Background: an optimization exercise with open tools, aiming at small area, a short achievable clock period and few clock cycles per item. Do not read the settings as production practice. RTL that was checked went through simulation tests only; none was proved equivalent to the original. No functional check of the RTL was part of run 2. Power is estimated from default activity; no workload was simulated.

==> flow/design.v (outline; a module is shown in full before it is edited, if it fits) <==
// module lut_eval: 337 lines
// module lut_interp: 101 lines
// module lut_coef_rom: 140 lines
// module lut_master: 69 lines
module lut_master #(parameter data_width = 16) (
		input wire clk,
		input wire reset,
		input wire req,
		input wire [8 - 1 : 0] lut_handle,
		input wire [data_width - 1 : 0] req_arg,
		output wire [data_width - 1 : 0] data_out,
		output reg valid,
		output reg invalid_request
	);
  // ...
==> flow/flow/run.sh <==
#!/bin/bash
# Standard layout, with the input and output ports buffered by buf_4 cells
# instead of the delay buffers buffer_ports picks by default.
set -euo pipefail
bash standard.sh "BUFFER_PORTS_ARGS=-buffer_cell sky130_fd_sc_hd__buf_4" finish > make_finish.log 2>&1
==> flow/standard.sh <==
#!/bin/bash
# synth_recipe.tcl (not shown) runs the flow's synth.tcl, then flattens the netlist and writes it again
# the make line also repeats each setting of config.mk as NAME=value (left out here)
make -C /OpenROAD-flow-scripts/flow DESIGN_CONFIG=/design/flow/config.mk WORK_HOME=/design/flow/orfs CLKGATE_MAP_FILE= SYNTH_SCRIPT=/design/flow/synth_recipe.tcl "${@:-finish}"
==> flow/config.mk <==
export PLATFORM = sky130hd
export DESIGN_NAME = lut_master
export DESIGN_NICKNAME = lut_master
export VERILOG_FILES = /design/flow/design.v
export SDC_FILE = /design/flow/constraint.sdc
export NUM_CORES = 4
export LEC_CHECK = 0
export ABC_AREA = 1
export CAP_MARGIN = 20
export CORE_MARGIN = 2
export CORE_UTILIZATION = 45
export PLACE_DENSITY = 0.6
export SLEW_MARGIN = 20
export SYNTH_MEMORY_MAX_BITS = 70000
==> flow/constraint.sdc <==
create_clock -name core_clock -period 8.0 [get_ports {clk}]
set_input_delay 1.6000 -clock core_clock [delete_from_list [all_inputs] [get_ports {clk}]]
set_output_delay 1.6000 -clock core_clock [all_outputs]
set_load 0.01 [all_outputs]
==> impl_results.md, run 1 <==
* DRC viols at 0
* FFs & Latches at 41
* Largest register FFs at 16
* Largest cell class: multi-input gates
* Vias in the first global route at 12,940
* Number of primary I/O pins at 45
* Worst-case reg-to-reg path depth at 3
* Clock power share at under 10%
* CTS H-tree lvls at 2
* Seq/total area at 6.19%
* Die ar. at 27,000 sq um
* Max Used Layer: met4
* Rel. slew slack at 51.6%
* Post-CTS setup buffers at 0
* Top cells by count, synth: 492 x nand2_1, 273 x inv_1, 204 x nand3_1, 149 x fa_1, 115 x nor2_1
* Placed cell count at 2,203
* Initial Util at 45.9%
* Seq group at 360 uW
* Register area share after synthesis at 7.10%
* Final WS setup at between 0.2 and 0.3 ns
* Final Routed Wirelength at about 55 mm
* Logic pwr share at 92.6%
* Outcome: finished clean
* Met2 routed WL at 24.9 mm
* P_clk at 201 uW
* Post-DP Area at 13,100 sq um
* Setup violators final at 0
* Nets at around 2,100
Testbench counts, summed over its fixed seeds: cycles 12,008, items 12,000.
==> module lut_interp, before the edit <==
module lut_interp (
		input  wire [15:0] ya,
		input  wire [15:0] yb,
		input  wire        c7,
		input  wire [7:0]  dh,
		input  wire        e,
		input  wire [3:0]  frac,
		input  wire        mirror,
		input  wire        neg,
		output wire [15:0] interpolated
	);
	wire dneg = mirror ^ neg;
	wire [7:0] d = dh + {7'd0, e};
	wire ee = dneg & frac[3] & d[0];
	wire gt_0_s = ya[0] ^ yb[0] ^ c7;
	wire gt_0_c = (ya[0] & yb[0]) | (ya[0] & c7) | (yb[0] & c7);
	wire gt_1_s = ((frac[3] & d[1]) ^ mirror) ^ ((frac[2] & d[2]) ^ mirror) ^ ((frac[1] & d[3]) ^ mirror);
	wire gt_1_c = (((frac[3] & d[1]) ^ mirror) & ((frac[2] & d[2]) ^ mirror)) | (((frac[3] & d[1]) ^ mirror) & ((frac[1] & d[3]) ^ mirror)) | (((frac[2] & d[2]) ^ mirror) & ((frac[1] & d[3]) ^ mirror));
	wire gt_2_s = ((frac[0] & d[4]) ^ mirror) ^ (mirror & d[0]) ^ (ee ^ mirror);
	wire gt_2_c = (((frac[0] & d[4]) ^ mirror) & (mirror & d[0])) | (((frac[0] & d[4]) ^ mirror) & (ee ^ mirror)) | ((mirror & d[0]) & (ee ^ mirror));
	wire gt_3_s = ya[1] ^ yb[1] ^ ((frac[3] & d[2]) ^ mirror);
	wire gt_3_c = (ya[1] & yb[1]) | (ya[1] & ((frac[3] & d[2]) ^ mirror)) | (yb[1] & ((frac[3] & d[2]) ^ mirror));
	wire gt_4_s = ((frac[2] & d[3]) ^ mirror) ^ ((frac[1] & d[4]) ^ mirror) ^ ((frac[0] & d[5]) ^ mirror);
	wire gt_4_c = (((frac[2] & d[3]) ^ mirror) & ((frac[1] & d[4]) ^ mirror)) | (((frac[2] & d[3]) ^ mirror) & ((frac[0] & d[5]) ^ mirror)) | (((frac[1] & d[4]) ^ mirror) & ((frac[0] & d[5]) ^ mirror));
	wire gt_5_s = ya[2] ^ yb[2] ^ ((frac[3] & d[3]) ^ mirror);
	wire gt_5_c = (ya[2] & yb[2]) | (ya[2] & ((frac[3] & d[3]) ^ mirror)) | (yb[2] & ((frac[3] & d[3]) ^ mirror));
	wire gt_6_s = ((frac[2] & d[4]) ^ mirror) ^ ((frac[1] & d[5]) ^ mirror) ^ ((frac[0] & d[6]) ^ mirror);
	wire gt_6_c = (((frac[2] & d[4]) ^ mirror) & ((frac[1] & d[5]) ^ mirror)) | (((frac[2] & d[4]) ^ mirror) & ((frac[0] & d[6]) ^ mirror)) | (((frac[1] & d[5]) ^ mirror) & ((frac[0] & d[6]) ^ mirror));
	wire gt_7_s = ya[3] ^ yb[3] ^ ((frac[3] & d[4]) ^ mirror);
	wire gt_7_c = (ya[3] & yb[3]) | (ya[3] & ((frac[3] & d[4]) ^ mirror)) | (yb[3] & ((frac[3] & d[4]) ^ mirror));
	wire gt_8_s = ((frac[2] & d[5]) ^ mirror) ^ ((frac[1] & d[6]) ^ mirror) ^ ((frac[0] & d[7]) ^ mirror);
	wire gt_8_c = (((frac[2] & d[5]) ^ mirror) & ((frac[1] & d[6]) ^ mirror)) | (((frac[2] & d[5]) ^ mirror) & ((frac[0] & d[7]) ^ mirror)) | (((frac[1] & d[6]) ^ mirror) & ((frac[0] & d[7]) ^ mirror));
	wire gt_9_s = ya[4] ^ yb[4] ^ ((frac[3] & d[5]) ^ mirror);
	wire gt_9_c = (ya[4] & yb[4]) | (ya[4] & ((frac[3] & d[5]) ^ mirror)) | (yb[4] & ((frac[3] & d[5]) ^ mirror));
	wire gt_10_s = ((frac[2] & d[6]) ^ mirror) ^ ((frac[1] & d[7]) ^ mirror) ^ (mirror & d[4]);
	wire gt_10_c = (((frac[2] & d[6]) ^ mirror) & ((frac[1] & d[7]) ^ mirror)) | (((frac[2] & d[6]) ^ mirror) & (mirror & d[4])) | (((frac[1] & d[7]) ^ mirror) & (mirror & d[4]));
	wire gt_11_s = ya[5] ^ yb[5] ^ ((frac[3] & d[6]) ^ mirror);
	wire gt_11_c = (ya[5] & yb[5]) | (ya[5] & ((frac[3] & d[6]) ^ mirror)) | (yb[5] & ((frac[3] & d[6]) ^ mirror));
	wire gt_12_s = ya[6] ^ yb[6] ^ ((frac[3] & d[7]) ^ mirror);
	wire gt_12_c = (ya[6] & yb[6]) | (ya[6] & ((frac[3] & d[7]) ^ mirror)) | (yb[6] & ((frac[3] & d[7]) ^ mirror));
	wire gt_13_s = ya[7] ^ yb[7] ^ (mirror & d[7]);
	wire gt_13_c = (ya[7] & yb[7]) | (ya[7] & (mirror & d[7])) | (yb[7] & (mirror & d[7]));
	wire gt_14_s = gt_0_s ^ gt_1_s ^ gt_2_s;
	wire gt_14_c = (gt_0_s & gt_1_s) | (gt_0_s & gt_2_s) | (gt_1_s & gt_2_s);
	wire gt_15_s = gt_0_c ^ (mirror & d[1]) ^ gt_1_c;
	wire gt_15_c = (gt_0_c & (mirror & d[1])) | (gt_0_c & gt_1_c) | ((mirror & d[1]) & gt_1_c);
	wire gt_16_s = gt_3_s ^ gt_4_s ^ gt_2_c;
	wire gt_16_c = (gt_3_s & gt_4_s) | (gt_3_s & gt_2_c) | (gt_4_s & gt_2_c);
	wire gt_17_s = (mirror & d[2]) ^ gt_3_c ^ gt_4_c;
	wire gt_17_c = ((mirror & d[2]) & gt_3_c) | ((mirror & d[2]) & gt_4_c) | (gt_3_c & gt_4_c);
	wire gt_18_s = (mirror & d[3]) ^ gt_5_c ^ gt_6_c;
	wire gt_18_c = ((mirror & d[3]) & gt_5_c) | ((mirror & d[3]) & gt_6_c) | (gt_5_c & gt_6_c);
	wire gt_19_s = gt_7_c ^ gt_8_c ^ gt_9_s;
	wire gt_19_c = (gt_7_c & gt_8_c) | (gt_7_c & gt_9_s) | (gt_8_c & gt_9_s);
	wire gt_20_s = ((frac[2] & d[7]) ^ mirror) ^ (mirror & d[5]) ^ gt_9_c;
	wire gt_20_c = (((frac[2] & d[7]) ^ mirror) & (mirror & d[5])) | (((frac[2] & d[7]) ^ mirror) & gt_9_c) | ((mirror & d[5]) & gt_9_c);
	wire gt_21_s = (mirror & d[6]) ^ gt_11_c ^ gt_12_s;
	wire gt_21_c = ((mirror & d[6]) & gt_11_c) | ((mirror & d[6]) & gt_12_s) | (gt_11_c & gt_12_s);
	wire gt_22_s = ya[8] ^ yb[8] ^ gt_13_c;
	wire gt_22_c = (ya[8] & yb[8]) | (ya[8] & gt_13_c) | (yb[8] & gt_13_c);
	wire gt_23_s = gt_15_s ^ gt_14_c ^ gt_16_s;
	wire gt_23_c = (gt_15_s & gt_14_c) | (gt_15_s & gt_16_s) | (gt_14_c & gt_16_s);
	wire gt_24_s = gt_5_s ^ gt_6_s ^ gt_15_c;
	wire gt_24_c = (gt_5_s & gt_6_s) | (gt_5_s & gt_15_c) | (gt_6_s & gt_15_c);
	wire gt_25_s = gt_7_s ^ gt_8_s ^ gt_17_c;
	wire gt_25_c = (gt_7_s & gt_8_s) | (gt_7_s & gt_17_c) | (gt_8_s & gt_17_c);
	wire gt_26_s = gt_10_s ^ gt_18_c ^ gt_19_s;
	wire gt_26_c = (gt_10_s & gt_18_c) | (gt_10_s & gt_19_s) | (gt_18_c & gt_19_s);
	wire gt_27_s = gt_10_c ^ gt_11_s ^ gt_19_c;
	wire gt_27_c = (gt_10_c & gt_11_s) | (gt_10_c & gt_19_c) | (gt_11_s & gt_19_c);
	wire gt_28_s = gt_12_c ^ gt_13_s ^ gt_21_c;
	wire gt_28_c = (gt_12_c & gt_13_s) | (gt_12_c & gt_21_c) | (gt_13_s & gt_21_c);
	wire gt_29_s = ya[9] ^ yb[9] ^ gt_22_c;
	wire gt_29_c = (ya[9] & yb[9]) | (ya[9] & gt_22_c) | (yb[9] & gt_22_c);
	wire gt_30_s = gt_17_s ^ gt_16_c ^ gt_24_s;
	wire gt_30_c = (gt_17_s & gt_16_c) | (gt_17_s & gt_24_s) | (gt_16_c & gt_24_s);
	wire gt_31_s = gt_18_s ^ gt_24_c ^ gt_25_s;
	wire gt_31_c = (gt_18_s & gt_24_c) | (gt_18_s & gt_25_s) | (gt_24_c & gt_25_s);
	wire gt_32_s = gt_20_s ^ gt_26_c ^ gt_27_s;
	wire gt_32_c = (gt_20_s & gt_26_c) | (gt_20_s & gt_27_s) | (gt_26_c & gt_27_s);
	wire gt_33_s = gt_20_c ^ gt_21_s ^ gt_27_c;
	wire gt_33_c = (gt_20_c & gt_21_s) | (gt_20_c & gt_27_c) | (gt_21_s & gt_27_c);
	wire gt_34_s = ya[10] ^ yb[10] ^ gt_29_c;
	wire gt_34_c = (ya[10] & yb[10]) | (ya[10] & gt_29_c) | (yb[10] & gt_29_c);
	wire gt_35_s = gt_25_c ^ gt_26_s ^ gt_31_c;
	wire gt_35_c = (gt_25_c & gt_26_s) | (gt_25_c & gt_31_c) | (gt_26_s & gt_31_c);
	wire gt_36_s = ya[11] ^ yb[11] ^ gt_34_c;
	wire gt_36_c = (ya[11] & yb[11]) | (ya[11] & gt_34_c) | (yb[11] & gt_34_c);
	wire gt_37_s = ya[12] ^ yb[12] ^ gt_36_c;
	wire gt_37_c = (ya[12] & yb[12]) | (ya[12] & gt_36_c) | (yb[12] & gt_36_c);
	wire gt_38_s = ya[13] ^ yb[13] ^ gt_37_c;
	wire gt_38_c = (ya[13] & yb[13]) | (ya[13] & gt_37_c) | (yb[13] & gt_37_c);
	wire gt_39_s = ya[14] ^ yb[14] ^ gt_38_c;
	wire gt_39_c = (ya[14] & yb[14]) | (ya[14] & gt_38_c) | (yb[14] & gt_38_c);
	wire gt_40_s = ya[15] ^ yb[15] ^ gt_39_c;
	wire gt_40_c = (ya[15] & yb[15]) | (ya[15] & gt_39_c) | (yb[15] & gt_39_c);
	wire [15:0] gt_a = {gt_40_s, gt_39_s, gt_38_s, gt_37_s, gt_36_s, gt_34_s, gt_29_s, gt_22_s, gt_28_s, gt_32_c, gt_32_s, gt_35_s, gt_30_c, gt_23_c, gt_23_s, gt_14_s};
	wire [15:0] gt_b = {1'b0, 1'b0, 1'b0, 1'b0, 1'b0, 1'b0, 1'b0, gt_28_c, gt_33_c, gt_33_s, gt_35_c, 1'b0, gt_31_s, gt_30_s, 1'b0, 1'b0};
	wire [15:0] s = gt_a + gt_b;
	assign interpolated = s ^ {16{neg}};
endmodule
==> module lut_coef_rom, before the edit <==
module lut_coef_rom (
		input  wire [6:0]  addr,
		output reg  [22:0] k,
		output reg  [13:0] c1,
		output reg  [5:0]  c2
	);
	always @(*) begin
		case (addr)
			7'd0: begin k = 23'h00004a; c1 = 14'd12862; c2 = 6'd2; end
			7'd1: begin k = 23'h03243b; c1 = 14'd12832; c2 = 6'd2; end
			7'd2: begin k = 23'h064647; c1 = 14'd12768; c2 = 6'd4; end
			7'd3: begin k = 23'h09642b; c1 = 14'd12681; c2 = 6'd7; end
			7'd4: begin k = 23'h0c7c9c; c1 = 14'd12558; c2 = 6'd7; end
			7'd5: begin k = 23'h0f8d38; c1 = 14'd12406; c2 = 6'd9; end
			7'd6: begin k = 23'h12945b; c1 = 14'd12219; c2 = 6'd11; end
			7'd7: begin k = 23'h158f98; c1 = 14'd12012; c2 = 6'd15; end
			7'd8: begin k = 23'h187db8; c1 = 14'd11774; c2 = 6'd17; end
			7'd9: begin k = 23'h1b5d2d; c1 = 14'd11501; c2 = 6'd17; end
			7'd10: begin k = 23'h1e2b4a; c1 = 14'd11206; c2 = 6'd20; end
			7'd11: begin k = 23'h20e723; c1 = 14'd10879; c2 = 6'd21; end
			7'd12: begin k = 23'h238e3f; c1 = 14'd10531; c2 = 6'd25; end
			7'd13: begin k = 23'h261fcb; c1 = 14'd10155; c2 = 6'd25; end
			7'd14: begin k = 23'h2899aa; c1 = 14'd9758; c2 = 6'd27; end
			7'd15: begin k = 23'h2afac5; c1 = 14'd9334; c2 = 6'd26; end
			7'd16: begin k = 23'h2d4114; c1 = 14'd8889; c2 = 6'd28; end
			7'd17: begin k = 23'h2f6b98; c1 = 14'd8418; c2 = 6'd30; end
			7'd18: begin k = 23'h3178ae; c1 = 14'd7934; c2 = 6'd32; end
			7'd19: begin k = 23'h336789; c1 = 14'd7426; c2 = 6'd33; end
			7'd20: begin k = 23'h35368f; c1 = 14'd6899; c2 = 6'd34; end
			7'd21: begin k = 23'h36e4ba; c1 = 14'd6361; c2 = 6'd35; end
			7'd22: begin k = 23'h387119; c1 = 14'd5803; c2 = 6'd36; end
			7'd23: begin k = 23'h39da98; c1 = 14'd5235; c2 = 6'd37; end
			7'd24: begin k = 23'h3b20b6; c1 = 14'd4649; c2 = 6'd36; end
			7'd25: begin k = 23'h3c420c; c1 = 14'd4053; c2 = 6'd38; end
			7'd26: begin k = 23'h3d3e22; c1 = 14'd3453; c2 = 6'd39; end
			7'd27: begin k = 23'h3e149e; c1 = 14'd2841; c2 = 6'd39; end
			7'd28: begin k = 23'h3ec4bd; c1 = 14'd2220; c2 = 6'd41; end
			7'd29: begin k = 23'h3f4e3d; c1 = 14'd1595; c2 = 6'd41; end
			7'd30: begin k = 23'h3fb0de; c1 = 14'd966; c2 = 6'd39; end
			7'd31: begin k = 23'h3fec00; c1 = 14'd335; c2 = 6'd40; end
			7'd32: begin k = 23'h00004a; c1 = 14'd12862; c2 = 6'd2; end
			7'd33: begin k = 23'h03243b; c1 = 14'd12832; c2 = 6'd2; end
			7'd34: begin k = 23'h064647; c1 = 14'd12768; c2 = 6'd4; end
			7'd35: begin k = 23'h09642b; c1 = 14'd12681; c2 = 6'd7; end
			7'd36: begin k = 23'h0c7c9c; c1 = 14'd12558; c2 = 6'd7; end
			7'd37: begin k = 23'h0f8d38; c1 = 14'd12406; c2 = 6'd9; end
			7'd38: begin k = 23'h12945b; c1 = 14'd12219; c2 = 6'd11; end
			7'd39: begin k = 23'h158f98; c1 = 14'd12012; c2 = 6'd15; end
			7'd40: begin k = 23'h187db8; c1 = 14'd11774; c2 = 6'd17; end
			7'd41: begin k = 23'h1b5d2d; c1 = 14'd11501; c2 = 6'd17; end
			7'd42: begin k = 23'h1e2b4a; c1 = 14'd11206; c2 = 6'd20; end
			7'd43: begin k = 23'h20e723; c1 = 14'd10879; c2 = 6'd21; end
			7'd44: begin k = 23'h238e3f; c1 = 14'd10531; c2 = 6'd25; end
			7'd45: begin k = 23'h261fcb; c1 = 14'd10155; c2 = 6'd25; end
			7'd46: begin k = 23'h2899aa; c1 = 14'd9758; c2 = 6'd27; end
			7'd47: begin k = 23'h2afac5; c1 = 14'd9334; c2 = 6'd26; end
			7'd48: begin k = 23'h2d4114; c1 = 14'd8889; c2 = 6'd28; end
			7'd49: begin k = 23'h2f6b98; c1 = 14'd8418; c2 = 6'd30; end
			7'd50: begin k = 23'h3178ae; c1 = 14'd7934; c2 = 6'd32; end
			7'd51: begin k = 23'h336789; c1 = 14'd7426; c2 = 6'd33; end
			7'd52: begin k = 23'h35368f; c1 = 14'd6899; c2 = 6'd34; end
			7'd53: begin k = 23'h36e4ba; c1 = 14'd6361; c2 = 6'd35; end
			7'd54: begin k = 23'h387119; c1 = 14'd5803; c2 = 6'd36; end
			7'd55: begin k = 23'h39da98; c1 = 14'd5235; c2 = 6'd37; end
			7'd56: begin k = 23'h3b20b6; c1 = 14'd4649; c2 = 6'd36; end
			7'd57: begin k = 23'h3c420c; c1 = 14'd4053; c2 = 6'd38; end
			7'd58: begin k = 23'h3d3e22; c1 = 14'd3453; c2 = 6'd39; end
			7'd59: begin k = 23'h3e149e; c1 = 14'd2841; c2 = 6'd39; end
			7'd60: begin k = 23'h3ec4bd; c1 = 14'd2220; c2 = 6'd41; end
			7'd61: begin k = 23'h3f4e3d; c1 = 14'd1595; c2 = 6'd41; end
			7'd62: begin k = 23'h3fb0de; c1 = 14'd966; c2 = 6'd39; end
			7'd63: begin k = 23'h3fec00; c1 = 14'd335; c2 = 6'd40; end
			7'd64: begin k = 23'h00001d; c1 = 14'd16368; c2 = 6'd4; end
			7'd65: begin k = 23'h03feb3; c1 = 14'd16245; c2 = 6'd13; end
			7'd66: begin k = 23'h07f585; c1 = 14'd15998; c2 = 6'd19; end
			7'd67: begin k = 23'h0bdc91; c1 = 14'd15633; c2 = 6'd27; end
			7'd68: begin k = 23'h0facc3; c1 = 14'd15167; c2 = 6'd33; end
			7'd69: begin k = 23'h135f8f; c1 = 14'd14609; c2 = 6'd38; end
			7'd70: begin k = 23'h16ef5a; c1 = 14'd13971; c2 = 6'd42; end
			7'd71: begin k = 23'h1a572f; c1 = 14'd13274; c2 = 6'd45; end
			7'd72: begin k = 23'h1d9369; c1 = 14'd12530; c2 = 6'd47; end
			7'd73: begin k = 23'h20a10d; c1 = 14'd11764; c2 = 6'd48; end
			7'd74: begin k = 23'h237e99; c1 = 14'd10974; c2 = 6'd49; end
			7'd75: begin k = 23'h262af6; c1 = 14'd10187; c2 = 6'd49; end
			7'd76: begin k = 23'h28a61f; c1 = 14'd9416; c2 = 6'd48; end
			7'd77: begin k = 23'h2af130; c1 = 14'd8656; c2 = 6'd46; end
			7'd78: begin k = 23'h2d0ca2; c1 = 14'd7931; c2 = 6'd45; end
			7'd79: begin k = 23'h2efadd; c1 = 14'd7235; c2 = 6'd43; end
			7'd80: begin k = 23'h30bdd5; c1 = 14'd6579; c2 = 6'd40; end
			7'd81: begin k = 23'h3257e5; c1 = 14'd5962; c2 = 6'd37; end
			7'd82: begin k = 23'h33cb68; c1 = 14'd5391; c2 = 6'd35; end
			7'd83: begin k = 23'h351b5c; c1 = 14'd4859; c2 = 6'd32; end
			7'd84: begin k = 23'h364a07; c1 = 14'd4372; c2 = 6'd30; end
			7'd85: begin k = 23'h375a69; c1 = 14'd3924; c2 = 6'd28; end
			7'd86: begin k = 23'h384ed4; c1 = 14'd3516; c2 = 6'd25; end
			7'd87: begin k = 23'h3929cb; c1 = 14'd3145; c2 = 6'd23; end
			7'd88: begin k = 23'h39edc7; c1 = 14'd2808; c2 = 6'd20; end
			7'd89: begin k = 23'h3a9ca0; c1 = 14'd2505; c2 = 6'd18; end
			7'd90: begin k = 23'h3b389b; c1 = 14'd2232; c2 = 6'd16; end
			7'd91: begin k = 23'h3bc39b; c1 = 14'd1985; c2 = 6'd15; end
			7'd92: begin k = 23'h3c3f65; c1 = 14'd1764; c2 = 6'd12; end
			7'd93: begin k = 23'h3cad42; c1 = 14'd1568; c2 = 6'd11; end
			7'd94: begin k = 23'h3d0ed8; c1 = 14'd1393; c2 = 6'd10; end
			7'd95: begin k = 23'h3d659c; c1 = 14'd1233; c2 = 6'd9; end
			7'd96: begin k = 23'h3db25e; c1 = 14'd1095; c2 = 6'd8; end
			7'd97: begin k = 23'h3df681; c1 = 14'd970; c2 = 6'd8; end
			7'd98: begin k = 23'h3e32bb; c1 = 14'd862; c2 = 6'd7; end
			7'd99: begin k = 23'h3e686a; c1 = 14'd758; c2 = 6'd7; end
			7'd100: begin k = 23'h3e97c8; c1 = 14'd675; c2 = 6'd4; end
			7'd101: begin k = 23'h3ec1af; c1 = 14'd596; c2 = 6'd4; end
			7'd102: begin k = 23'h3ee6b7; c1 = 14'd526; c2 = 6'd4; end
			7'd103: begin k = 23'h3f075c; c1 = 14'd467; c2 = 6'd4; end
			7'd104: begin k = 23'h3f2451; c1 = 14'd413; c2 = 6'd4; end
			7'd105: begin k = 23'h3f3e1d; c1 = 14'd364; c2 = 6'd2; end
			7'd106: begin k = 23'h3f54c1; c1 = 14'd321; c2 = 6'd2; end
			7'd107: begin k = 23'h3f68a4; c1 = 14'd284; c2 = 6'd3; end
			7'd108: begin k = 23'h3f7a36; c1 = 14'd253; c2 = 6'd2; end
			7'd109: begin k = 23'h3f89c1; c1 = 14'd225; c2 = 6'd3; end
			7'd110: begin k = 23'h3f97b6; c1 = 14'd197; c2 = 6'd2; end
			7'd111: begin k = 23'h3fa3e0; c1 = 14'd174; c2 = 6'd2; end
			7'd112: begin k = 23'h3fae9b; c1 = 14'd154; c2 = 6'd2; end
			7'd113: begin k = 23'h3fb823; c1 = 14'd138; c2 = 6'd1; end
			7'd114: begin k = 23'h3fc091; c1 = 14'd121; c2 = 6'd1; end
			7'd115: begin k = 23'h3fc803; c1 = 14'd105; c2 = 6'd1; end
			7'd116: begin k = 23'h3fce83; c1 = 14'd91; c2 = 6'd2; end
			7'd117: begin k = 23'h3fd45d; c1 = 14'd82; c2 = 6'd0; end
			7'd118: begin k = 23'h3fd96c; c1 = 14'd71; c2 = 6'd1; end
			7'd119: begin k = 23'h3fddc9; c1 = 14'd65; c2 = 6'd1; end
			7'd120: begin k = 23'h3fe1d5; c1 = 14'd56; c2 = 6'd1; end
			7'd121: begin k = 23'h3fe560; c1 = 14'd48; c2 = 6'd1; end
			7'd122: begin k = 23'h3fe870; c1 = 14'd45; c2 = 6'd1; end
			7'd123: begin k = 23'h3feb28; c1 = 14'd39; c2 = 6'd1; end
			7'd124: begin k = 23'h3fed9c; c1 = 14'd35; c2 = 6'd0; end
			7'd125: begin k = 23'h3fefc7; c1 = 14'd30; c2 = 6'd0; end
			7'd126: begin k = 23'h3ff191; c1 = 14'd29; c2 = 6'd0; end
			7'd127: begin k = 23'h3ff327; c1 = 14'd26; c2 = 6'd1; end
			default: begin k = 23'h0; c1 = 14'd0; c2 = 6'd0; end
		endcase
	end
endmodule
==> module lut_master, before the edit <==
module lut_master #(parameter data_width = 16) (
		input wire clk,
		input wire reset,
		input wire req,
		input wire [8 - 1 : 0] lut_handle,
		input wire [data_width - 1 : 0] req_arg,
		output wire [data_width - 1 : 0] data_out,
		output reg valid,
		output reg invalid_request
	);
	wire handle_ok = (lut_handle[8 - 1 : 1] == 0);
	wire is_tanh   = lut_handle[0];
	always @(posedge clk) begin
		if (reset) begin
			invalid_request <= 0;
			valid <= 0;
		end
		else begin
			if (req && !handle_ok)
				invalid_request <= 1;
			valid <= req && handle_ok && !invalid_request;
		end
	end
	wire       mirror = is_tanh ? req_arg[15] : req_arg[13];
	wire       neg    = is_tanh ? req_arg[15] : req_arg[14];
	wire [9:0] pair_a = (is_tanh ? req_arg[14:5] : {1'b0, req_arg[12:4]}) ^ {10{mirror}};
	wire [3:0] frac   = is_tanh ? req_arg[4:1] : req_arg[3:0];
	wire [22:0] k;
	wire [13:0] c1;
	wire [5:0]  c2;
	wire [15:0] ya, yb;
	wire        c7;
	wire [7:0]  dh;
	wire        e;
	lut_coef_rom coef (.addr({is_tanh, pair_a[9:4]}), .k(k), .c1(c1), .c2(c2));
	lut_eval eval (
		.k(k), .c1(c1), .c2(c2),
		.is_tanh(is_tanh),
		.xs({req_arg[13], req_arg[7:4]}),
		.xt({req_arg[15], req_arg[8:5]}),
		.mirror(mirror),
		.neg(neg),
		.ya(ya), .yb(yb), .c7(c7), .dh(dh), .e(e)
	);
	reg [15:0] ya_r, yb_r;
	reg        c7_r;
	reg [7:0]  dh_r;
	reg        e_r;
	reg [3:0]  frac_r;
	reg        mirror_r;
	reg        neg_r;
	always @(posedge clk) begin
		ya_r     <= ya;
		yb_r     <= yb;
		c7_r     <= c7;
		dh_r     <= dh;
		e_r      <= e;
		frac_r   <= frac;
		mirror_r <= mirror;
		neg_r    <= neg;
	end
	lut_interp interp (
		.ya(ya_r), .yb(yb_r), .c7(c7_r), .dh(dh_r), .e(e_r),
		.frac(frac_r),
		.mirror(mirror_r),
		.neg(neg_r),
		.interpolated(data_out)
	);
endmodule
==> run 2, diff against run 1 <==
--- a/flow/design.v
+++ b/flow/design.v
@@ -6,18 +6,18 @@
 		input  wire        is_tanh,
 		input  wire [4:0]  xs,
 		input  wire [4:0]  xt,
 		input  wire        mirror,
 		input  wire        neg,
 		output wire [15:0] ya,
 		output wire [15:0] yb,
 		output wire        c7,
-		output wire [7:0]  dh,
-		output wire        e
+		output wire [6:0]  lo,
+		output wire [14:0] delta
 	);
 	reg [3:0] tp_s, tp_t;
 	reg [4:0] qp_s, qp_t;
 	reg [3:0] tn_s, tn_t;
 	always @(*) begin
 		case (xs)
 			5'd0: begin tp_s = 4'd0; qp_s = 5'd0; tn_s = 4'd15; end
 			5'd1: begin tp_s = 4'd1; qp_s = 5'd7; tn_s = 4'd14; end
@@ -276,16 +276,17 @@
 	wire nt_90_s = cc[15] ^ k[22] ^ nt_87_c;
 	wire nt_90_c = (cc[15] & k[22]) | (cc[15] & nt_87_c) | (k[22] & nt_87_c);
 	wire nt_91_s = nt_65_c ^ nt_66_s ^ nt_89_c;
 	wire nt_91_c = (nt_65_c & nt_66_s) | (nt_65_c & nt_89_c) | (nt_66_s & nt_89_c);
 	wire [22:0] nt_a = {nt_90_s, nt_87_s, nt_84_s, nt_79_s, nt_69_s, nt_54_s, nt_68_s, nt_77_c, nt_91_c, nt_91_s, nt_89_s, nt_86_s, nt_82_c, nt_81_c, nt_81_s, nt_88_s, nt_85_s, nt_80_s, nt_70_c, nt_70_s, nt_55_s, nt_1_s, nt_0_s};
 	wire [22:0] nt_b = {1'b0, 1'b0, 1'b0, 1'b0, 1'b0, nt_68_c, nt_78_c, nt_78_s, nt_77_s, 1'b0, 1'b0, 1'b0, nt_83_s, nt_82_s, nt_88_c, 1'b0, 1'b0, 1'b0, nt_71_s, 1'b0, 1'b0, nt_34_s, 1'b0};
 	wire [7:0] s2 = {1'b0, nt_a[6:0]} + {1'b0, nt_b[6:0]};
 	assign c7 = s2[7];
+	assign lo = s2[6:0];
 	assign ya = nt_a[22:7];
 	assign yb = nt_b[22:7];
 	wire dt_0_s = c1[1] ^ (c2[1] & tn[0]) ^ (c2[0] & tn[1]);
 	wire dt_0_c = (c1[1] & (c2[1] & tn[0])) | (c1[1] & (c2[0] & tn[1])) | ((c2[1] & tn[0]) & (c2[0] & tn[1]));
 	wire dt_1_s = c1[2] ^ (c2[2] & tn[0]) ^ (c2[1] & tn[1]);
 	wire dt_1_c = (c1[2] & (c2[2] & tn[0])) | (c1[2] & (c2[1] & tn[1])) | ((c2[2] & tn[0]) & (c2[1] & tn[1]));
 	wire dt_2_s = ~tn[3] ^ c1[3] ^ (c2[3] & tn[0]);
 	wire dt_2_c = (~tn[3] & c1[3]) | (~tn[3] & (c2[3] & tn[0])) | (c1[3] & (c2[3] & tn[0]));
@@ -326,34 +327,32 @@
 	wire dt_20_s = ~tn[3] ^ c1[11] ^ dt_19_c;
 	wire dt_20_c = (~tn[3] & c1[11]) | (~tn[3] & dt_19_c) | (c1[11] & dt_19_c);
 	wire dt_21_s = ~tn[3] ^ c1[12] ^ dt_20_c;
 	wire dt_21_c = (~tn[3] & c1[12]) | (~tn[3] & dt_20_c) | (c1[12] & dt_20_c);
 	wire dt_22_s = ~tn[3] ^ c1[13] ^ dt_21_c;
 	wire dt_22_c = (~tn[3] & c1[13]) | (~tn[3] & dt_21_c) | (c1[13] & dt_21_c);
 	wire [14:0] dt_a = {dt_22_c, dt_22_s, dt_21_s, dt_20_s, dt_19_s, dt_17_s, dt_13_s, dt_16_s, dt_18_s, dt_14_c, dt_10_s, dt_8_c, dt_8_s, dt_0_s, c1[0]};
 	wire [14:0] dt_b = {~tn[3], 1'b0, 1'b0, 1'b0, 1'b0, 1'b0, dt_16_c, dt_18_c, 1'b0, dt_15_s, dt_14_s, dt_9_s, 1'b0, 1'b0, (c2[0] & tn[0])};
-	wire [14:0] delta = dt_a + dt_b;
-	wire [8:0] s3 = {2'b0, delta[6:0]} + {2'b0, nt_a[6:0]} + {2'b0, nt_b[6:0]};
-	assign dh = delta[14:7];
-	assign e  = s3[7] ^ s2[7];
+	assign delta = dt_a + dt_b;
 endmodule
 module lut_interp (
 		input  wire [15:0] ya,
 		input  wire [15:0] yb,
 		input  wire        c7,
-		input  wire [7:0]  dh,
-		input  wire        e,
+		input  wire [6:0]  lo,
+		input  wire [14:0] delta,
 		input  wire [3:0]  frac,
 		input  wire        mirror,
 		input  wire        neg,
 		output wire [15:0] interpolated
 	);
 	wire dneg = mirror ^ neg;
-	wire [7:0] d = dh + {7'd0, e};
+	wire [14:0] dsum = delta + {8'd0, lo};
+	wire [7:0] d = dsum[14:7];
 	wire ee = dneg & frac[3] & d[0];
 	wire gt_0_s = ya[0] ^ yb[0] ^ c7;
 	wire gt_0_c = (ya[0] & yb[0]) | (ya[0] & c7) | (yb[0] & c7);
 	wire gt_1_s = ((frac[3] & d[1]) ^ mirror) ^ ((frac[2] & d[2]) ^ mirror) ^ ((frac[1] & d[3]) ^ mirror);
 	wire gt_1_c = (((frac[3] & d[1]) ^ mirror) & ((frac[2] & d[2]) ^ mirror)) | (((frac[3] & d[1]) ^ mirror) & ((frac[1] & d[3]) ^ mirror)) | (((frac[2] & d[2]) ^ mirror) & ((frac[1] & d[3]) ^ mirror));
 	wire gt_2_s = ((frac[0] & d[4]) ^ mirror) ^ (mirror & d[0]) ^ (ee ^ mirror);
 	wire gt_2_c = (((frac[0] & d[4]) ^ mirror) & (mirror & d[0])) | (((frac[0] & d[4]) ^ mirror) & (ee ^ mirror)) | ((mirror & d[0]) & (ee ^ mirror));
 	wire gt_3_s = ya[1] ^ yb[1] ^ ((frac[3] & d[2]) ^ mirror);
@@ -442,144 +441,144 @@
 module lut_coef_rom (
 		input  wire [6:0]  addr,
 		output reg  [22:0] k,
 		output reg  [13:0] c1,
 		output reg  [5:0]  c2
 	);
 	always @(*) begin
 		case (addr)
-			7'd0: begin k = 23'h00004a; c1 = 14'd12862; c2 = 6'd2; end
-			7'd1: begin k = 23'h03243b; c1 = 14'd12832; c2 = 6'd2; end
-			7'd2: begin k = 23'h064647; c1 = 14'd12768; c2 = 6'd4; end
-			7'd3: begin k = 23'h09642b; c1 = 14'd12681; c2 = 6'd7; end
-			7'd4: begin k = 23'h0c7c9c; c1 = 14'd12558; c2 = 6'd7; end
-			7'd5: begin k = 23'h0f8d38; c1 = 14'd12406; c2 = 6'd9; end
-			7'd6: begin k = 23'h12945b; c1 = 14'd12219; c2 = 6'd11; end
-			7'd7: begin k = 23'h158f98; c1 = 14'd12012; c2 = 6'd15; end
-			7'd8: begin k = 23'h187db8; c1 = 14'd11774; c2 = 6'd17; end
-			7'd9: begin k = 23'h1b5d2d; c1 = 14'd11501; c2 = 6'd17; end
-			7'd10: begin k = 23'h1e2b4a; c1 = 14'd11206; c2 = 6'd20; end
-			7'd11: begin k = 23'h20e723; c1 = 14'd10879; c2 = 6'd21; end
-			7'd12: begin k = 23'h238e3f; c1 = 14'd10531; c2 = 6'd25; end
-			7'd13: begin k = 23'h261fcb; c1 = 14'd10155; c2 = 6'd25; end
-			7'd14: begin k = 23'h2899aa; c1 = 14'd9758; c2 = 6'd27; end
-			7'd15: begin k = 23'h2afac5; c1 = 14'd9334; c2 = 6'd26; end
-			7'd16: begin k = 23'h2d4114; c1 = 14'd8889; c2 = 6'd28; end
-			7'd17: begin k = 23'h2f6b98; c1 = 14'd8418; c2 = 6'd30; end
-			7'd18: begin k = 23'h3178ae; c1 = 14'd7934; c2 = 6'd32; end
-			7'd19: begin k = 23'h336789; c1 = 14'd7426; c2 = 6'd33; end
-			7'd20: begin k = 23'h35368f; c1 = 14'd6899; c2 = 6'd34; end
-			7'd21: begin k = 23'h36e4ba; c1 = 14'd6361; c2 = 6'd35; end
-			7'd22: begin k = 23'h387119; c1 = 14'd5803; c2 = 6'd36; end
-			7'd23: begin k = 23'h39da98; c1 = 14'd5235; c2 = 6'd37; end
-			7'd24: begin k = 23'h3b20b6; c1 = 14'd4649; c2 = 6'd36; end
-			7'd25: begin k = 23'h3c420c; c1 = 14'd4053; c2 = 6'd38; end
-			7'd26: begin k = 23'h3d3e22; c1 = 14'd3453; c2 = 6'd39; end
-			7'd27: begin k = 23'h3e149e; c1 = 14'd2841; c2 = 6'd39; end
-			7'd28: begin k = 23'h3ec4bd; c1 = 14'd2220; c2 = 6'd41; end
-			7'd29: begin k = 23'h3f4e3d; c1 = 14'd1595; c2 = 6'd41; end
-			7'd30: begin k = 23'h3fb0de; c1 = 14'd966; c2 = 6'd39; end
+			7'd0: begin k = 23'h000038; c1 = 14'd12864; c2 = 6'd2; end
+			7'd1: begin k = 23'h032440; c1 = 14'd12832; c2 = 6'd2; end
+			7'd2: begin k = 23'h064600; c1 = 14'd12772; c2 = 6'd6; end
+			7'd3: begin k = 23'h096420; c1 = 14'd12682; c2 = 6'd7; end
+			7'd4: begin k = 23'h0c7c80; c1 = 14'd12560; c2 = 6'd8; end
+			7'd5: begin k = 23'h0f8d02; c1 = 14'd12408; c2 = 6'd11; end
+			7'd6: begin k = 23'h129400; c1 = 14'd12224; c2 = 6'd13; end
+			7'd7: begin k = 23'h158f80; c1 = 14'd12012; c2 = 6'd16; end
+			7'd8: begin k = 23'h187dc0; c1 = 14'd11773; c2 = 6'd17; end
+			7'd9: begin k = 23'h1b5d30; c1 = 14'd11500; c2 = 6'd17; end
+			7'd10: begin k = 23'h1e2b60; c1 = 14'd11204; c2 = 6'd20; end
+			7'd11: begin k = 23'h20e700; c1 = 14'd10880; c2 = 6'd22; end
+			7'd12: begin k = 23'h238e40; c1 = 14'd10530; c2 = 6'd25; end
+			7'd13: begin k = 23'h261fc0; c1 = 14'd10153; c2 = 6'd26; end
+			7'd14: begin k = 23'h2899c0; c1 = 14'd9757; c2 = 6'd26; end
+			7'd15: begin k = 23'h2afac0; c1 = 14'd9335; c2 = 6'd26; end
+			7'd16: begin k = 23'h2d4100; c1 = 14'd8888; c2 = 6'd29; end
+			7'd17: begin k = 23'h2f6b80; c1 = 14'd8417; c2 = 6'd31; end
+			7'd18: begin k = 23'h3178c0; c1 = 14'd7932; c2 = 6'd32; end
+			7'd19: begin k = 23'h336780; c1 = 14'd7426; c2 = 6'd33; end
+			7'd20: begin k = 23'h353680; c1 = 14'd6898; c2 = 6'd34; end
+			7'd21: begin k = 23'h36e4c2; c1 = 14'd6360; c2 = 6'd35; end
+			7'd22: begin k = 23'h387100; c1 = 14'd5804; c2 = 6'd37; end
+			7'd23: begin k = 23'h39da84; c1 = 14'd5236; c2 = 6'd38; end
+			7'd24: begin k = 23'h3b20c0; c1 = 14'd4648; c2 = 6'd36; end
+			7'd25: begin k = 23'h3c4200; c1 = 14'd4054; c2 = 6'd38; end
+			7'd26: begin k = 23'h3d3e00; c1 = 14'd3454; c2 = 6'd41; end
+			7'd27: begin k = 23'h3e1480; c1 = 14'd2842; c2 = 6'd40; end
+			7'd28: begin k = 23'h3ec4c0; c1 = 14'd2220; c2 = 6'd40; end
+			7'd29: begin k = 23'h3f4e28; c1 = 14'd1600; c2 = 6'd40; end
+			7'd30: begin k = 23'h3fb0a8; c1 = 14'd970; c2 = 6'd40; end
 			7'd31: begin k = 23'h3fec00; c1 = 14'd335; c2 = 6'd40; end
-			7'd32: begin k = 23'h00004a; c1 = 14'd12862; c2 = 6'd2; end
-			7'd33: begin k = 23'h03243b; c1 = 14'd12832; c2 = 6'd2; end
-			7'd34: begin k = 23'h064647; c1 = 14'd12768; c2 = 6'd4; end
-			7'd35: begin k = 23'h09642b; c1 = 14'd12681; c2 = 6'd7; end
-			7'd36: begin k = 23'h0c7c9c; c1 = 14'd12558; c2 = 6'd7; end
-			7'd37: begin k = 23'h0f8d38; c1 = 14'd12406; c2 = 6'd9; end
-			7'd38: begin k = 23'h12945b; c1 = 14'd12219; c2 = 6'd11; end
-			7'd39: begin k = 23'h158f98; c1 = 14'd12012; c2 = 6'd15; end
-			7'd40: begin k = 23'h187db8; c1 = 14'd11774; c2 = 6'd17; end
-			7'd41: begin k = 23'h1b5d2d; c1 = 14'd11501; c2 = 6'd17; end
-			7'd42: begin k = 23'h1e2b4a; c1 = 14'd11206; c2 = 6'd20; end
-			7'd43: begin k = 23'h20e723; c1 = 14'd10879; c2 = 6'd21; end
-			7'd44: begin k = 23'h238e3f; c1 = 14'd10531; c2 = 6'd25; end
-			7'd45: begin k = 23'h261fcb; c1 = 14'd10155; c2 = 6'd25; end
-			7'd46: begin k = 23'h2899aa; c1 = 14'd9758; c2 = 6'd27; end
-			7'd47: begin k = 23'h2afac5; c1 = 14'd9334; c2 = 6'd26; end
-			7'd48: begin k = 23'h2d4114; c1 = 14'd8889; c2 = 6'd28; end
-			7'd49: begin k = 23'h2f6b98; c1 = 14'd8418; c2 = 6'd30; end
-			7'd50: begin k = 23'h3178ae; c1 = 14'd7934; c2 = 6'd32; end
-			7'd51: begin k = 23'h336789; c1 = 14'd7426; c2 = 6'd33; end
-			7'd52: begin k = 23'h35368f; c1 = 14'd6899; c2 = 6'd34; end
-			7'd53: begin k = 23'h36e4ba; c1 = 14'd6361; c2 = 6'd35; end
-			7'd54: begin k = 23'h387119; c1 = 14'd5803; c2 = 6'd36; end
-			7'd55: begin k = 23'h39da98; c1 = 14'd5235; c2 = 6'd37; end
-			7'd56: begin k = 23'h3b20b6; c1 = 14'd4649; c2 = 6'd36; end
-			7'd57: begin k = 23'h3c420c; c1 = 14'd4053; c2 = 6'd38; end
-			7'd58: begin k = 23'h3d3e22; c1 = 14'd3453; c2 = 6'd39; end
-			7'd59: begin k = 23'h3e149e; c1 = 14'd2841; c2 = 6'd39; end
-			7'd60: begin k = 23'h3ec4bd; c1 = 14'd2220; c2 = 6'd41; end
-			7'd61: begin k = 23'h3f4e3d; c1 = 14'd1595; c2 = 6'd41; end
-			7'd62: begin k = 23'h3fb0de; c1 = 14'd966; c2 = 6'd39; end
+			7'd32: begin k = 23'h000038; c1 = 14'd12864; c2 = 6'd2; end
+			7'd33: begin k = 23'h032440; c1 = 14'd12832; c2 = 6'd2; end
+			7'd34: begin k = 23'h064600; c1 = 14'd12772; c2 = 6'd6; end
+			7'd35: begin k = 23'h096420; c1 = 14'd12682; c2 = 6'd7; end
+			7'd36: begin k = 23'h0c7c80; c1 = 14'd12560; c2 = 6'd8; end
+			7'd37: begin k = 23'h0f8d02; c1 = 14'd12408; c2 = 6'd11; end
+			7'd38: begin k = 23'h129400; c1 = 14'd12224; c2 = 6'd13; end
+			7'd39: begin k = 23'h158f80; c1 = 14'd12012; c2 = 6'd16; end
+			7'd40: begin k = 23'h187dc0; c1 = 14'd11773; c2 = 6'd17; end
+			7'd41: begin k = 23'h1b5d30; c1 = 14'd11500; c2 = 6'd17; end
+			7'd42: begin k = 23'h1e2b60; c1 = 14'd11204; c2 = 6'd20; end
+			7'd43: begin k = 23'h20e700; c1 = 14'd10880; c2 = 6'd22; end
+			7'd44: begin k = 23'h238e40; c1 = 14'd10530; c2 = 6'd25; end
+			7'd45: begin k = 23'h261fc0; c1 = 14'd10153; c2 = 6'd26; end
+			7'd46: begin k = 23'h2899c0; c1 = 14'd9757; c2 = 6'd26; end
+			7'd47: begin k = 23'h2afac0; c1 = 14'd9335; c2 = 6'd26; end
+			7'd48: begin k = 23'h2d4100; c1 = 14'd8888; c2 = 6'd29; end
+			7'd49: begin k = 23'h2f6b80; c1 = 14'd8417; c2 = 6'd31; end
+			7'd50: begin k = 23'h3178c0; c1 = 14'd7932; c2 = 6'd32; end
+			7'd51: begin k = 23'h336780; c1 = 14'd7426; c2 = 6'd33; end
+			7'd52: begin k = 23'h353680; c1 = 14'd6898; c2 = 6'd34; end
+			7'd53: begin k = 23'h36e4c2; c1 = 14'd6360; c2 = 6'd35; end
+			7'd54: begin k = 23'h387100; c1 = 14'd5804; c2 = 6'd37; end
+			7'd55: begin k = 23'h39da84; c1 = 14'd5236; c2 = 6'd38; end
+			7'd56: begin k = 23'h3b20c0; c1 = 14'd4648; c2 = 6'd36; end
+			7'd57: begin k = 23'h3c4200; c1 = 14'd4054; c2 = 6'd38; end
+			7'd58: begin k = 23'h3d3e00; c1 = 14'd3454; c2 = 6'd41; end
+			7'd59: begin k = 23'h3e1480; c1 = 14'd2842; c2 = 6'd40; end
+			7'd60: begin k = 23'h3ec4c0; c1 = 14'd2220; c2 = 6'd40; end
+			7'd61: begin k = 23'h3f4e28; c1 = 14'd1600; c2 = 6'd40; end
+			7'd62: begin k = 23'h3fb0a8; c1 = 14'd970; c2 = 6'd40; end
 			7'd63: begin k = 23'h3fec00; c1 = 14'd335; c2 = 6'd40; end
-			7'd64: begin k = 23'h00001d; c1 = 14'd16368; c2 = 6'd4; end
-			7'd65: begin k = 23'h03feb3; c1 = 14'd16245; c2 = 6'd13; end
-			7'd66: begin k = 23'h07f585; c1 = 14'd15998; c2 = 6'd19; end
-			7'd67: begin k = 23'h0bdc91; c1 = 14'd15633; c2 = 6'd27; end
-			7'd68: begin k = 23'h0facc3; c1 = 14'd15167; c2 = 6'd33; end
-			7'd69: begin k = 23'h135f8f; c1 = 14'd14609; c2 = 6'd38; end
-			7'd70: begin k = 23'h16ef5a; c1 = 14'd13971; c2 = 6'd42; end
-			7'd71: begin k = 23'h1a572f; c1 = 14'd13274; c2 = 6'd45; end
-			7'd72: begin k = 23'h1d9369; c1 = 14'd12530; c2 = 6'd47; end
-			7'd73: begin k = 23'h20a10d; c1 = 14'd11764; c2 = 6'd48; end
-			7'd74: begin k = 23'h237e99; c1 = 14'd10974; c2 = 6'd49; end
-			7'd75: begin k = 23'h262af6; c1 = 14'd10187; c2 = 6'd49; end
-			7'd76: begin k = 23'h28a61f; c1 = 14'd9416; c2 = 6'd48; end
-			7'd77: begin k = 23'h2af130; c1 = 14'd8656; c2 = 6'd46; end
-			7'd78: begin k = 23'h2d0ca2; c1 = 14'd7931; c2 = 6'd45; end
-			7'd79: begin k = 23'h2efadd; c1 = 14'd7235; c2 = 6'd43; end
-			7'd80: begin k = 23'h30bdd5; c1 = 14'd6579; c2 = 6'd40; end
-			7'd81: begin k = 23'h3257e5; c1 = 14'd5962; c2 = 6'd37; end
-			7'd82: begin k = 23'h33cb68; c1 = 14'd5391; c2 = 6'd35; end
-			7'd83: begin k = 23'h351b5c; c1 = 14'd4859; c2 = 6'd32; end
-			7'd84: begin k = 23'h364a07; c1 = 14'd4372; c2 = 6'd30; end
-			7'd85: begin k = 23'h375a69; c1 = 14'd3924; c2 = 6'd28; end
-			7'd86: begin k = 23'h384ed4; c1 = 14'd3516; c2 = 6'd25; end
-			7'd87: begin k = 23'h3929cb; c1 = 14'd3145; c2 = 6'd23; end
-			7'd88: begin k = 23'h39edc7; c1 = 14'd2808; c2 = 6'd20; end
-			7'd89: begin k = 23'h3a9ca0; c1 = 14'd2505; c2 = 6'd18; end
-			7'd90: begin k = 23'h3b389b; c1 = 14'd2232; c2 = 6'd16; end
-			7'd91: begin k = 23'h3bc39b; c1 = 14'd1985; c2 = 6'd15; end
-			7'd92: begin k = 23'h3c3f65; c1 = 14'd1764; c2 = 6'd12; end
-			7'd93: begin k = 23'h3cad42; c1 = 14'd1568; c2 = 6'd11; end
-			7'd94: begin k = 23'h3d0ed8; c1 = 14'd1393; c2 = 6'd10; end
-			7'd95: begin k = 23'h3d659c; c1 = 14'd1233; c2 = 6'd9; end
-			7'd96: begin k = 23'h3db25e; c1 = 14'd1095; c2 = 6'd8; end
-			7'd97: begin k = 23'h3df681; c1 = 14'd970; c2 = 6'd8; end
-			7'd98: begin k = 23'h3e32bb; c1 = 14'd862; c2 = 6'd7; end
-			7'd99: begin k = 23'h3e686a; c1 = 14'd758; c2 = 6'd7; end
-			7'd100: begin k = 23'h3e97c8; c1 = 14'd675; c2 = 6'd4; end
-			7'd101: begin k = 23'h3ec1af; c1 = 14'd596; c2 = 6'd4; end
-			7'd102: begin k = 23'h3ee6b7; c1 = 14'd526; c2 = 6'd4; end
+			7'd64: begin k = 23'h00001c; c1 = 14'd16368; c2 = 6'd4; end
+			7'd65: begin k = 23'h03feb0; c1 = 14'd16245; c2 = 6'd13; end
+			7'd66: begin k = 23'h07f580; c1 = 14'd15995; c2 = 6'd20; end
+			7'd67: begin k = 23'h0bdc80; c1 = 14'd15635; c2 = 6'd27; end
+			7'd68: begin k = 23'h0faca0; c1 = 14'd15168; c2 = 6'd34; end
+			7'd69: begin k = 23'h135f80; c1 = 14'd14610; c2 = 6'd38; end
+			7'd70: begin k = 23'h16ef50; c1 = 14'd13972; c2 = 6'd42; end
+			7'd71: begin k = 23'h1a5700; c1 = 14'd13276; c2 = 6'd46; end
+			7'd72: begin k = 23'h1d9344; c1 = 14'd12532; c2 = 6'd48; end
+			7'd73: begin k = 23'h20a100; c1 = 14'd11762; c2 = 6'd49; end
+			7'd74: begin k = 23'h237e84; c1 = 14'd10976; c2 = 6'd49; end
+			7'd75: begin k = 23'h262ae0; c1 = 14'd10188; c2 = 6'd50; end
+			7'd76: begin k = 23'h28a600; c1 = 14'd9416; c2 = 6'd48; end
+			7'd77: begin k = 23'h2af100; c1 = 14'd8656; c2 = 6'd48; end
+			7'd78: begin k = 23'h2d0c80; c1 = 14'd7932; c2 = 6'd46; end
+			7'd79: begin k = 23'h2efac0; c1 = 14'd7236; c2 = 6'd44; end
+			7'd80: begin k = 23'h30bdc0; c1 = 14'd6577; c2 = 6'd42; end
+			7'd81: begin k = 23'h3257c0; c1 = 14'd5964; c2 = 6'd38; end
+			7'd82: begin k = 23'h33cb50; c1 = 14'd5392; c2 = 6'd36; end
+			7'd83: begin k = 23'h351b40; c1 = 14'd4861; c2 = 6'd33; end
+			7'd84: begin k = 23'h364a00; c1 = 14'd4372; c2 = 6'd30; end
+			7'd85: begin k = 23'h375a68; c1 = 14'd3924; c2 = 6'd28; end
+			7'd86: begin k = 23'h384ec0; c1 = 14'd3516; c2 = 6'd26; end
+			7'd87: begin k = 23'h3929c0; c1 = 14'd3147; c2 = 6'd23; end
+			7'd88: begin k = 23'h39ed80; c1 = 14'd2812; c2 = 6'd22; end
+			7'd89: begin k = 23'h3a9c80; c1 = 14'd2506; c2 = 6'd19; end
+			7'd90: begin k = 23'h3b3880; c1 = 14'd2232; c2 = 6'd16; end
+			7'd91: begin k = 23'h3bc380; c1 = 14'd1988; c2 = 6'd15; end
+			7'd92: begin k = 23'h3c3f50; c1 = 14'd1764; c2 = 6'd13; end
+			7'd93: begin k = 23'h3cad40; c1 = 14'd1568; c2 = 6'd11; end
+			7'd94: begin k = 23'h3d0ee0; c1 = 14'd1392; c2 = 6'd10; end
+			7'd95: begin k = 23'h3d6580; c1 = 14'd1233; c2 = 6'd10; end
+			7'd96: begin k = 23'h3db250; c1 = 14'd1096; c2 = 6'd8; end
+			7'd97: begin k = 23'h3df680; c1 = 14'd970; c2 = 6'd8; end
+			7'd98: begin k = 23'h3e3280; c1 = 14'd865; c2 = 6'd8; end
+			7'd99: begin k = 23'h3e6860; c1 = 14'd760; c2 = 6'd6; end
+			7'd100: begin k = 23'h3e97c0; c1 = 14'd673; c2 = 6'd5; end
+			7'd101: begin k = 23'h3ec1a0; c1 = 14'd596; c2 = 6'd5; end
+			7'd102: begin k = 23'h3ee6c0; c1 = 14'd525; c2 = 6'd4; end
 			7'd103: begin k = 23'h3f075c; c1 = 14'd467; c2 = 6'd4; end
-			7'd104: begin k = 23'h3f2451; c1 = 14'd413; c2 = 6'd4; end
-			7'd105: begin k = 23'h3f3e1d; c1 = 14'd364; c2 = 6'd2; end
-			7'd106: begin k = 23'h3f54c1; c1 = 14'd321; c2 = 6'd2; end
-			7'd107: begin k = 23'h3f68a4; c1 = 14'd284; c2 = 6'd3; end
-			7'd108: begin k = 23'h3f7a36; c1 = 14'd253; c2 = 6'd2; end
-			7'd109: begin k = 23'h3f89c1; c1 = 14'd225; c2 = 6'd3; end
-			7'd110: begin k = 23'h3f97b6; c1 = 14'd197; c2 = 6'd2; end
-			7'd111: begin k = 23'h3fa3e0; c1 = 14'd174; c2 = 6'd2; end
-			7'd112: begin k = 23'h3fae9b; c1 = 14'd154; c2 = 6'd2; end
-			7'd113: begin k = 23'h3fb823; c1 = 14'd138; c2 = 6'd1; end
-			7'd114: begin k = 23'h3fc091; c1 = 14'd121; c2 = 6'd1; end
-			7'd115: begin k = 23'h3fc803; c1 = 14'd105; c2 = 6'd1; end
-			7'd116: begin k = 23'h3fce83; c1 = 14'd91; c2 = 6'd2; end
-			7'd117: begin k = 23'h3fd45d; c1 = 14'd82; c2 = 6'd0; end
-			7'd118: begin k = 23'h3fd96c; c1 = 14'd71; c2 = 6'd1; end
-			7'd119: begin k = 23'h3fddc9; c1 = 14'd65; c2 = 6'd1; end
-			7'd120: begin k = 23'h3fe1d5; c1 = 14'd56; c2 = 6'd1; end
+			7'd104: begin k = 23'h3f2450; c1 = 14'd413; c2 = 6'd4; end
+			7'd105: begin k = 23'h3f3e00; c1 = 14'd366; c2 = 6'd3; end
+			7'd106: begin k = 23'h3f54c0; c1 = 14'd321; c2 = 6'd2; end
+			7'd107: begin k = 23'h3f68c0; c1 = 14'd284; c2 = 6'd2; end
+			7'd108: begin k = 23'h3f7a00; c1 = 14'd256; c2 = 6'd1; end
+			7'd109: begin k = 23'h3f89a0; c1 = 14'd226; c2 = 6'd4; end
+			7'd110: begin k = 23'h3f97c0; c1 = 14'd196; c2 = 6'd2; end
+			7'd111: begin k = 23'h3fa3c0; c1 = 14'd176; c2 = 6'd3; end
+			7'd112: begin k = 23'h3fae80; c1 = 14'd155; c2 = 6'd3; end
+			7'd113: begin k = 23'h3fb800; c1 = 14'd144; c2 = 6'd1; end
+			7'd114: begin k = 23'h3fc090; c1 = 14'd121; c2 = 6'd1; end
+			7'd115: begin k = 23'h3fc800; c1 = 14'd108; c2 = 6'd0; end
+			7'd116: begin k = 23'h3fce80; c1 = 14'd92; c2 = 6'd2; end
+			7'd117: begin k = 23'h3fd468; c1 = 14'd81; c2 = 6'd0; end
+			7'd118: begin k = 23'h3fd968; c1 = 14'd72; c2 = 6'd1; end
+			7'd119: begin k = 23'h3fddc0; c1 = 14'd64; c2 = 6'd0; end
+			7'd120: begin k = 23'h3fe1d0; c1 = 14'd56; c2 = 6'd1; end
 			7'd121: begin k = 23'h3fe560; c1 = 14'd48; c2 = 6'd1; end
-			7'd122: begin k = 23'h3fe870; c1 = 14'd45; c2 = 6'd1; end
-			7'd123: begin k = 23'h3feb28; c1 = 14'd39; c2 = 6'd1; end
-			7'd124: begin k = 23'h3fed9c; c1 = 14'd35; c2 = 6'd0; end
-			7'd125: begin k = 23'h3fefc7; c1 = 14'd30; c2 = 6'd0; end
-			7'd126: begin k = 23'h3ff191; c1 = 14'd29; c2 = 6'd0; end
-			7'd127: begin k = 23'h3ff327; c1 = 14'd26; c2 = 6'd1; end
+			7'd122: begin k = 23'h3fe870; c1 = 14'd44; c2 = 6'd1; end
+			7'd123: begin k = 23'h3feb50; c1 = 14'd36; c2 = 6'd0; end
+			7'd124: begin k = 23'h3feda0; c1 = 14'd35; c2 = 6'd0; end
+			7'd125: begin k = 23'h3fefc8; c1 = 14'd30; c2 = 6'd0; end
+			7'd126: begin k = 23'h3ff188; c1 = 14'd30; c2 = 6'd0; end
+			7'd127: begin k = 23'h3ff340; c1 = 14'd25; c2 = 6'd0; end
 			default: begin k = 23'h0; c1 = 14'd0; c2 = 6'd0; end
 		endcase
 	end
 endmodule
 `default_nettype wire
 `default_nettype none
 module lut_master #(parameter data_width = 16) (
 		input wire clk,
@@ -608,46 +607,46 @@
 	wire       neg    = is_tanh ? req_arg[15] : req_arg[14];
 	wire [9:0] pair_a = (is_tanh ? req_arg[14:5] : {1'b0, req_arg[12:4]}) ^ {10{mirror}};
 	wire [3:0] frac   = is_tanh ? req_arg[4:1] : req_arg[3:0];
 	wire [22:0] k;
 	wire [13:0] c1;
 	wire [5:0]  c2;
 	wire [15:0] ya, yb;
 	wire        c7;
-	wire [7:0]  dh;
-	wire        e;
+	wire [6:0]  lo;
+	wire [14:0] delta;
 	lut_coef_rom coef (.addr({is_tanh, pair_a[9:4]}), .k(k), .c1(c1), .c2(c2));
 	lut_eval eval (
 		.k(k), .c1(c1), .c2(c2),
 		.is_tanh(is_tanh),
 		.xs({req_arg[13], req_arg[7:4]}),
 		.xt({req_arg[15], req_arg[8:5]}),
 		.mirror(mirror),
 		.neg(neg),
-		.ya(ya), .yb(yb), .c7(c7), .dh(dh), .e(e)
+		.ya(ya), .yb(yb), .c7(c7), .lo(lo), .delta(delta)
 	);
 	reg [15:0] ya_r, yb_r;
 	reg        c7_r;
-	reg [7:0]  dh_r;
-	reg        e_r;
+	reg [6:0]  lo_r;
+	reg [14:0] delta_r;
 	reg [3:0]  frac_r;
 	reg        mirror_r;
 	reg        neg_r;
 	always @(posedge clk) begin
 		ya_r     <= ya;
 		yb_r     <= yb;
 		c7_r     <= c7;
-		dh_r     <= dh;
-		e_r      <= e;
+		lo_r     <= lo;
+		delta_r  <= delta;
 		frac_r   <= frac;
 		mirror_r <= mirror;
 		neg_r    <= neg;
 	end
 	lut_interp interp (
-		.ya(ya_r), .yb(yb_r), .c7(c7_r), .dh(dh_r), .e(e_r),
+		.ya(ya_r), .yb(yb_r), .c7(c7_r), .lo(lo_r), .delta(delta_r),
 		.frac(frac_r),
 		.mirror(mirror_r),
 		.neg(neg_r),
 		.interpolated(data_out)
 	);
 endmodule
 `default_nettype wire
==> impl_results.md, run 2 <==
* Largest stage delay on the critical path at 0.48 ns (was 0.56 ns)
* Drt wl/cell at 25.0 microns (was 24.8 microns)
* Vias in the first global route at 12,373 (was 12,940)
* Global-route wire length before repair at 77.3 mm (was 80.7 mm)
* Syn Inst Count at 1,698 (was 1,755)
* Cell Rows at 59 (was 58)
* Fin Clk Skew at 0.000810 ns (was 0.000214 ns)
* Peak VDD IR at 1.49 mV (was 2.48 mV)
* Commonest non-fill, non-tap cells in the layout: 392 x nand2_1, 281 x inv_1, 146 x fa_1, 139 x nor2_1, 138 x nand3_1 (was 491 x nand2_1, 273 x inv_1, 202 x nand3_1, 178 x buf_4, 149 x fa_1)
* CP most frequent cell: nand2_1 (was fa_1)
* Clock Latency Late Sink at 0.31 ns (was 0.28 ns)
* Final Routed Wirelength at 52.2 mm (was 54.9 mm)
* Clock sinks at 54 (was 41)
* Worst-path clk slew at 0.08 ns (was 0.06 ns)
* CP Capture Type: primary output (was register)
* Drt pass-1 iters at 6 (was 7)
* Final Cycle Share at 94.1% (was 96.4%)
* CTS Buf Count at 5 (unchanged)
* Least-Margin Pin Slew at 0.806 ns (was 0.723 ns)
* Startpoint Class: register (was primary input)
* Max_cap viols at 0 (unchanged)
* Port bufs at 44 (unchanged)
* # fillers at 2,620 (was 2,535)
* Post-Syn Nets at 1,927 (was 1,983)
* Max Freq at 133 MHz (was 130 MHz)
* Most used DFF post-synth: dfxtp_1 (unchanged)
* Syn Area/Cell at 6.96 sq um (was 6.58 sq um)
* All-Layer GR Usage at 37.5% (was 41.0%)
* WP data arrival at 5.93 ns (was 7.89 ns)
* Cell area after synthesis at 11,800 sq um (was 11,600 sq um)
* Setup TNS at 0 ns (unchanged)
* Final min period at 7.53 ns (was 7.71 ns)
* CTS H-tree lvls at 2 (unchanged)
* Min-Delay Path Class: reg -> reg (unchanged)
* Die X at 166 microns (was 164 microns)
* Synth async-reset ratio at 0% (unchanged)
* Critical Path RT at 6.40 ns (was 8.18 ns)
* Synth Warn # at 3 (unchanged)
* Register area share after synthesis at 9.14% (was 7.10%)
* Slew Viols, Final at 0 (unchanged)
* Crit Path Max Fanout at 4 (was 16)
* Hold-fix buffers, CTS at 0 (unchanged)
* Initial Util at 45.6% (was 45.9%)
* Root buf cell: clkbuf_16 (unchanged)
* Clock buffer depth at 2 (unchanged)
* Count of different cell masters after synthesis at 56 (was 51)
* Final hold viol count at 0 (unchanged)
* Post-synth top area share at 24.7% (was 25.8%)
* Share of cells above drive strength 1 at 13.4% (was 13.8%)
* DRC viols at 0 (unchanged)
* Antenna violations before repair at 2 (was 1)
* EDFF count, synth at 0 (unchanged)
* Syn-to-layout area delta at 7.86% (was 14.8%)
* # resized after CTS at 0 (unchanged)
* CTS tree: yes (unchanged)
* Largest register FFs at 16 (unchanged)
* Most common cell in the synthesized netlist: nand2_1 (unchanged)
* Critical path's slowest cell: fa_1 (was nor2_1)
* Via count at 12,369 (was 13,076)
* Number of primary I/O pins at 45 (unchanged)
* Synth area leaders: fa_1 25%, nand2_1 12%, dfxtp_1 9.1% (was fa_1 26%, nand2_1 16%, inv_1 8.9%)
* Synth area leader: fa_1 (unchanged)
* Top cells by count, synth: 393 x nand2_1, 281 x inv_1, 146 x fa_1, 139 x nor2_1, 138 x nand3_1 (was 492 x nand2_1, 273 x inv_1, 204 x nand3_1, 149 x fa_1, 115 x nor2_1)
* Largest net degree at the start of global routing at 38 (was 54)
* Outcome: finished clean (unchanged)
* Seq cells post-synth at 54 (was 41)
* Rel. slew slack at 46.2% (was 51.6%)
* GPL Wtd Cong at 1.12 (was 1.11)
* RSZ-0062 raised after global routing: false (unchanged)
* GRT overflow at 0 (unchanged)
* Die extent in y at 166 microns (was 164 microns)
* Setup violators final at 0 (unchanged)
* DP HPWL at 42.7 mm (was 45.3 mm)
* CORE AREA at 25,900 sq um (was 25,200 sq um)
* Iteration-0 DRC count of the detailed router at 1,352 (was 1,759)
* Pre-CTS setup slack at 0.397 ns (was 0.00498 ns)
* Mean number of vias per cell at 5.93 (was 5.91)
* Setup Crit Path Kind: reg -> out (was in -> reg)
* Most common cell after layout, fill and taps aside: nand2_1 (unchanged)
* P_leak at 0.00666 uW (was 0.00701 uW)
* Final WS setup at 0.472 ns (was 0.289 ns)
* Largest register by flop count: ya_r (unchanged)
* Die ar. at 27,600 sq um (was 27,000 sq um)
* DRT antenna net count at 0 (unchanged)
* Post-CTS setup buffers at 0 (unchanged)
* Nets at 1,978 (was 2,108)
* PwrDens at 570 nW/um^2 (was 573 nW/um^2)
run 2: cells by family (layout without fill, tap and decap cells):
group / after synthesis / in the layout / share of synthesized area (%)
and+or+nand+nor: 792 / 792 / 30.5
buffers and inverters: 364 / 416 / 13.6
AOI/OAI and AO/OA: 218 / 218 / 11.1
adders and majority gates: 202 / 202 / 30.6
xor gates and xnor gates: 67 / 67 / 4.96
DFF: 54 / 54 / 9.14
muxes: 1 / 1 / 0.0847
other: 0 / 1 / 0
run 2: area by class of cell:
| type | instances | area (sq um) | area share (%) |
|---|---|---|---|
| timing repair buffer | 105 | 813 | 6.38 |
| sequential | 54 | 1080 | 8.48 |
| inverter | 303 | 1140 | 8.98 |
| tap | 335 | 419 | 3.29 |
| clock inverter | 3 | 28.8 | 0.226 |
| multi-input combinational | 1280 | 9140 | 71.7 |
| clock buffer | 5 | 125 | 0.981 |
| antenna | 1 | 2.50 | 0.0196 |
run 2: power breakdown:
part | switching, uW | internal, uW
combinational | 3800 | 2740
sequential | 50.1 | 433
clock | 124 | 120
total | 3970 | 3290
run 2: per-layer routing:
metal	global-route usage (%)	part of all wire, %
met5	0	0
met4	25.4	9.1
met3	6.60	9.0
met2	60.5	44
met1	46.1	38
run 2: critical path, delay by kind of cell, from the launching register on:
family                   cells  cell delay [ns]
AND/OR/NAND/NOR             10             1.23
buffers and inverters        6             0.49
XOR/XNOR                     3             0.67
flip-flops                   1             0.31
adder cells (fa/ha/maj)      7             2.49
AO/OA/AOI/OAI                2             0.42
run 2: final timing paths:
kind / start / endpoint / slack, ns / cells past startpoint
worst max-delay path: delta_r[1]$_DFF_P_ / data_out[15] / 0.47 / 28
worst min-delay path: invalid_request$_SDFFE_PP0P_ / invalid_request$_SDFFE_PP0P_ / 0.47 / 2
worst max register to register: invalid_request$_SDFFE_PP0P_ / valid$_SDFF_PP0_ / 7.36 / 3
worst min register to register: invalid_request$_SDFFE_PP0P_ / invalid_request$_SDFFE_PP0P_ / 0.47 / 2
run 2: stage by stage:
step           power, uW  cell area [sq um]  utilization, %  cells  hold slack [ns]
2_1_floorplan       4770              11800               -   1698            0.488
3_3_place_gp        6750              12600            48.6   2077            0.454
3_5_place_dp        6930              12600            48.6   2077            0.467
4_1_cts             7230              12700            49.2   2085            0.480
5_1_grt             8020              12800            49.2   2085            0.529
6_report            7260              12800            49.2   2086            0.475

## port drivers added, routing unchanged
No port has a modelled driver above. Below, the same layouts with a new extraction and two added sets of constraints.
Step 1 sets driving cells, clkbuf_16 on the clock port and buf_2 on the other inputs (assumed; they add their load-dependent delay and slew).
Step 2, shift: input delay + t, output delay - t, t = (earliest + latest rising clock arrival at the registers) / 2. This alone moves slack from input paths to output paths.
Three values: ideal ports, drivers, drivers and shift; two values: the first two.
| run | shift t [ns] | setup WS [ns] |
|---|---|---|
| run 1 | 0.322 | 0.289 / 0.308 / -0.014 |
| run 2 | 0.356 | 0.472 / 0.425 / 0.279 |
Met with ideal ports but missed after step 2: setup timing in run 1.
